From an optimization exercise on the open Yosys and OpenROAD flow, aimed at small area, a short achievable clock period and few clock cycles; shortcuts taken in it are not production practice.
In this exercise RTL edits were held to simulation tests only and were not proved equivalent to the original.
Power figures rest on the tool's default switching activity, not on a simulated workload.

== run A ==
==> flow/design.v <==
module Instruction_Decoder(
  input        pend,
  input  [2:0] in_n, in_m,    
  input  [2:0] ir_n, ir_m,    
  input        en_n, en_m,    
  input  [7:0] busy,          
  output [7:0] sel_n, sel_m,  
  output       fwd_n, fwd_m   
);
wire [7:0] dn = pend ? (8'd1 << ir_n) : (8'd1 << in_n);
wire [7:0] dm = pend ? (8'd1 << ir_m) : (8'd1 << in_m);
assign sel_n = dn & ~busy & {8{en_n}};
assign sel_m = dm & ~busy & {8{en_m}};
assign fwd_n = |(dn & busy) & en_n;
assign fwd_m = |(dm & busy) & en_m;
endmodule
module shifter #(parameter W = 16) (
  input  [W-1:0] cy,
  input  [W-1:0] t,
  input  [W-1:0] d,
  output [W-1:0] y
);
assign y = d ^ (cy & t);
endmodule
module ALU(
  input  [15:0] p,       
  input  [15:0] g,       
  input         inv,     
  input         a15,     
  input         is_and,  
  input         wc,      
  input         cmp,     
  input  [15:0] c,       
  input  [2:0]  nvz,     
  output [15:0] res,     
  output [15:0] out_n,   
  output [2:0]  nvz_n    
);
wire [14:0] ng1, g2, ng3, g4;
wire [14:2] np1;
wire [14:4] p2;
wire [14:8] np3;
ks_l0 l0(.g(g[14:0]), .p(p[14:0]), .ng(ng1), .np(np1));
ks_l1 l1(.ng(ng1), .np(np1), .g(g2), .p(p2));
ks_l2 l2(.g(g2), .p(p2), .ng(ng3), .np(np3));
ks_l3 l3(.ng(ng3), .np(np3), .g(g4));
wire [15:0] cy = {g4, 1'b0};
wire [15:0] r0 = is_and ? g : (p ^ {16{inv}});
wire [15:0] o0 = wc ? r0 : c;
shifter fr(.cy(cy), .t({16{~is_and}}), .d(r0), .y(res));
shifter fo(.cy(cy), .t({16{wc & ~is_and}}), .d(o0), .y(out_n));
wire n0 = cmp ? ~p[15] : nvz[2];
wire v0 = cmp ? p[15] & (~p[15] ^ a15) : nvz[1];
shifter #(2) fnv(.cy({2{cy[15]}}), .t({cmp, cmp & p[15]}), .d({n0, v0}),
                 .y(nvz_n[2:1]));
assign nvz_n[0] = cmp ? &p : nvz[0];
endmodule
module ks_l0(
  input  [14:0] g, p,
  output [14:0] ng,    
  output [14:2] np     
);
assign ng = {~(g[14:1] | (p[14:1] & g[13:0])), ~g[0]};
assign np = ~(p[14:2] & p[13:1]);
endmodule
module ks_l1(
  input  [14:0] ng,
  input  [14:2] np,
  output [14:0] g,
  output [14:4] p
);
assign g = {~(ng[14:2] & (np[14:2] | ng[12:0])), ~ng[1:0]};
assign p = ~(np[14:4] | np[12:2]);
endmodule
module ks_l2(
  input  [14:0] g,
  input  [14:4] p,
  output [14:0] ng,
  output [14:8] np
);
assign ng = {~(g[14:4] | (p[14:4] & g[10:0])), ~g[3:0]};
assign np = ~(p[14:8] & p[10:4]);
endmodule
module ks_l3(
  input  [14:0] ng,
  input  [14:8] np,
  output [14:0] g
);
assign g = {~(ng[14:8] & (np[14:8] | ng[6:0])), ~ng[7:0]};
endmodule
module cpu(clk,reset,s,load,in,out,N,V,Z,w);
input clk, reset, s, load;
input [15:0] in;
output [15:0] out;
output N, V, Z, w;
reg [15:0] ir;
reg [15:0] R [0:7];
reg pending;
always @(posedge clk) begin
  if (load) ir <= in;
  pending <= s & ~load & ~reset;
end
wire [15:0] ins = pending ? ir : in;
wire [2:0] opcode = ins[15:13];
wire [1:0] op = ins[12:11];
wire [2:0] rn = ins[10:8];
wire [2:0] rd = ins[7:5];
wire [1:0] sh = ins[4:3];
wire [2:0] rm = ins[2:0];
wire go = ((s & load) | pending) & ~reset;
wire is_movi = (opcode == 3'b110) & (op == 2'b10);
wire is_mov  = (opcode == 3'b110) & (op == 2'b00);
wire is_alu  = (opcode == 3'b101);
wire is_cmp  = is_alu & (op == 2'b01);
wire is_and  = is_alu & (op == 2'b10);
wire writes_c = is_mov | (is_alu & (op != 2'b01));
wire use_a   = is_alu & (op != 2'b11);    
wire inv     = is_alu & op[0];
reg [15:0] p2, g2;
reg a15_2, inv2, and2, wr2, wc2, cmp2;
reg [2:0] wa2;
reg [15:0] c;
reg [2:0] nvz;
wire [15:0] res, out_n;
wire [2:0] nvz_n;
wire [7:0] busy = {8{wr2}} & (8'd1 << wa2);
wire [7:0] sel_n, sel_m;
wire fwd_n, fwd_m;
Instruction_Decoder dec(.pend(pending), .in_n(in[10:8]), .in_m(in[2:0]),
  .ir_n(ir[10:8]), .ir_m(ir[2:0]), .en_n(1'b1), .en_m(1'b1), .busy(busy),
  .sel_n(sel_n), .sel_m(sel_m), .fwd_n(fwd_n), .fwd_m(fwd_m));
reg [15:0] a, bs;
integer k;
always @(*) begin
  a  = {16{fwd_n}} & res;
  bs = {16{fwd_m}} & res;
  for (k = 0; k < 8; k = k + 1) begin
    a  = a  | ({16{sel_n[k]}} & R[k]);
    bs = bs | ({16{sel_m[k]}} & R[k]);
  end
end
wire sh_n = ~is_movi & (sh == 2'b00);    
wire sh_l = ~is_movi & (sh == 2'b01);    
wire sh_r = ~is_movi & sh[1];            
wire sh_a = ~is_movi & (sh == 2'b11);    
wire [15:0] b = ({16{sh_n}} & bs) | ({16{sh_l}} & {bs[14:0], 1'b0}) |
                ({16{sh_r}} & {1'b0, bs[15:1]}) | {sh_a & bs[15], 15'd0};
wire [15:0] imm = {{8{ins[7]}}, ins[7:0]};
wire [15:0] x0 = is_movi ? imm : {16{inv}};
wire [15:0] x1 = is_movi ? imm : {16{use_a ^ inv}};
reg  [15:0] x;
always @(*)
  for (k = 0; k < 16; k = k + 1)
    x[k] = a[k] ? x1[k] : x0[k];
always @(posedge clk) begin
  p2    <= x ^ b;
  g2    <= x & b;
  a15_2 <= a[15];
  inv2  <= inv;
  and2  <= is_and;
  wr2   <= go & (is_movi | writes_c);
  wc2   <= go & writes_c;
  cmp2  <= go & is_cmp;
  wa2   <= is_movi ? rn : rd;
end
ALU alu(.p(p2), .g(g2), .inv(inv2), .a15(a15_2), .is_and(and2), .wc(wc2),
        .cmp(cmp2), .c(c), .nvz(nvz), .res(res), .out_n(out_n), .nvz_n(nvz_n));
always @(posedge clk) begin
  if (wr2) R[wa2] <= res;
  c   <= out_n;
  nvz <= nvz_n;
end
assign out = out_n;
assign {N, V, Z} = nvz_n;
assign w = ~pending;
endmodule
==> flow/config.mk <==
export PLATFORM = sky130hd
export DESIGN_NAME = cpu
export DESIGN_NICKNAME = cpu
export VERILOG_FILES = /design/flow/design.v
export SDC_FILE = /design/flow/constraint.sdc
export NUM_CORES = 4
export LEC_CHECK = 0
export CAP_MARGIN = 20
export CORE_MARGIN = 2
export CORE_UTILIZATION = 40
export CTS_BUF_LIST = sky130_fd_sc_hd__clkbuf_8
export CTS_CLUSTER_DIAMETER = 50
export CTS_CLUSTER_SIZE = 16
export GPL_TIMING_DRIVEN = 0
export PLACE_DENSITY = 0.8
export SETUP_SLACK_MARGIN = 2.5
export SLEW_MARGIN = 20
export SYNTH_HIERARCHICAL = 1
export TNS_END_PERCENT = 0
==> flow/constraint.sdc <==
create_clock -name core_clock -period 5.5 [get_ports {clk}]
set_input_delay 1.1000 -clock core_clock [delete_from_list [all_inputs] [get_ports {clk}]]
set_output_delay 1.1000 -clock core_clock [all_outputs]
set_load 0.01 [all_outputs]
standard.sh (not shown) runs the stock make flow with config.mk's settings and CLKGATE_MAP_FILE= SYNTH_SCRIPT=/design/flow/synth_recipe.tcl, a recipe that flattens the netlist after the stock synthesis.
==> flow/flow/run.sh <==
#!/bin/bash
# The standard layout, with plain buffers (rather than the delay cells
# buffer_ports picks by default) on the input and output ports.
set -euo pipefail
bash standard.sh BUFFER_PORTS_ARGS="-buffer_cell sky130_fd_sc_hd__buf_2" finish > standard.log 2>&1
Testbench counts of run A, summed over its fixed seeds: cycles 24,064.
Edits applied to the flow inputs when going from run A to run B:
Settings: GPL_TIMING_DRIVEN: 0 -> unset; GPL_ROUTABILITY_DRIVEN: unset -> 0.
Run B finished every step from synthesis to the final layout, and the layout passed the timing, DRC and antenna checks. For run B, the origin of the worst setup path was p2[10]$_DFF_P_, unlike run A, where it was in[2]. From run A to run B the numbers moved as follows: clock-cell share of area rose by 0.42 points; synthesis-to-finish area growth went up; power climbed 340 µW; sequential power was more or less identical.
#### Input delta (run C over run B)
Settings: PLACE_DENSITY no longer set, was 0.8; CORE_UTILIZATION now 50, was 40; GPL_ROUTABILITY_DRIVEN no longer set, was 0.
Notes after the runs:
- Taking run B as the reference, in run C met2 usage in global routing up 12 points; clock latency at the later pin of the worst-skew pair went up.
- The lower critical path depth came out of run B.
- For run B, the cell with the largest stage delay on the worst path was sky130_fd_sc_hd__dfxtp_2, unlike run C, where it was sky130_fd_sc_hd__nor3_4.
- Run C vs run B: number of ordinary and repair buffers in the finished layout down
- Taking run B as the reference point, the post-route cell area of run C falls by 3.2%.
- From run B to run C the numbers moved as follows: internal power consumption fell 140 µW; clock share of power picked up an extra 1.8 points.
- From run B to run C the numbers moved as follows: parity-gate share of the synthesized area counting xor and xnor cells held steady, clock-buffer cell count grew by 3, sequential share of layout area grew by 1.6 points, post-layout total power shrank by about 3.4%.

static timing again, ports no longer ideal:
In the flow no input, the clock included, has a driving cell. The finished layouts below were timed again as built, in two steps. Step 1 (the two cells are an assumption about what drives the block):
set clk [get_ports {clk}]
set_driving_cell -lib_cell sky130_fd_sc_hd__clkbuf_16 $clk
set_driving_cell -lib_cell sky130_fd_sc_hd__buf_2 [delete_from_list [all_inputs] $clk]
Step 2 moves the port delays by t, midway between the first and last clock arrival at a register: inputs arrive t later, outputs are due t later. That takes back most of the time a late clock gives input paths. a / b / c = ideal ports / drivers / drivers and shift; a / b = the first two.
run	shift t [ns]	setup slack, ns	worst hold slack (ns)
run A	0.580	2.243 / 2.239 / 1.660	0.483 / 0.483 / 0.483
run B	0.598	2.202 / 2.155 / 1.881	0.513 / 0.513 / 0.513
run C	0.613	2.317 / 2.328 / 1.724	0.488 / 0.488 / 0.488
After both steps setup and hold are still met in every run listed. The setup slack of run C, which loses most, moves by +0.011 ns with the drivers and by -0.593 ns with both steps.
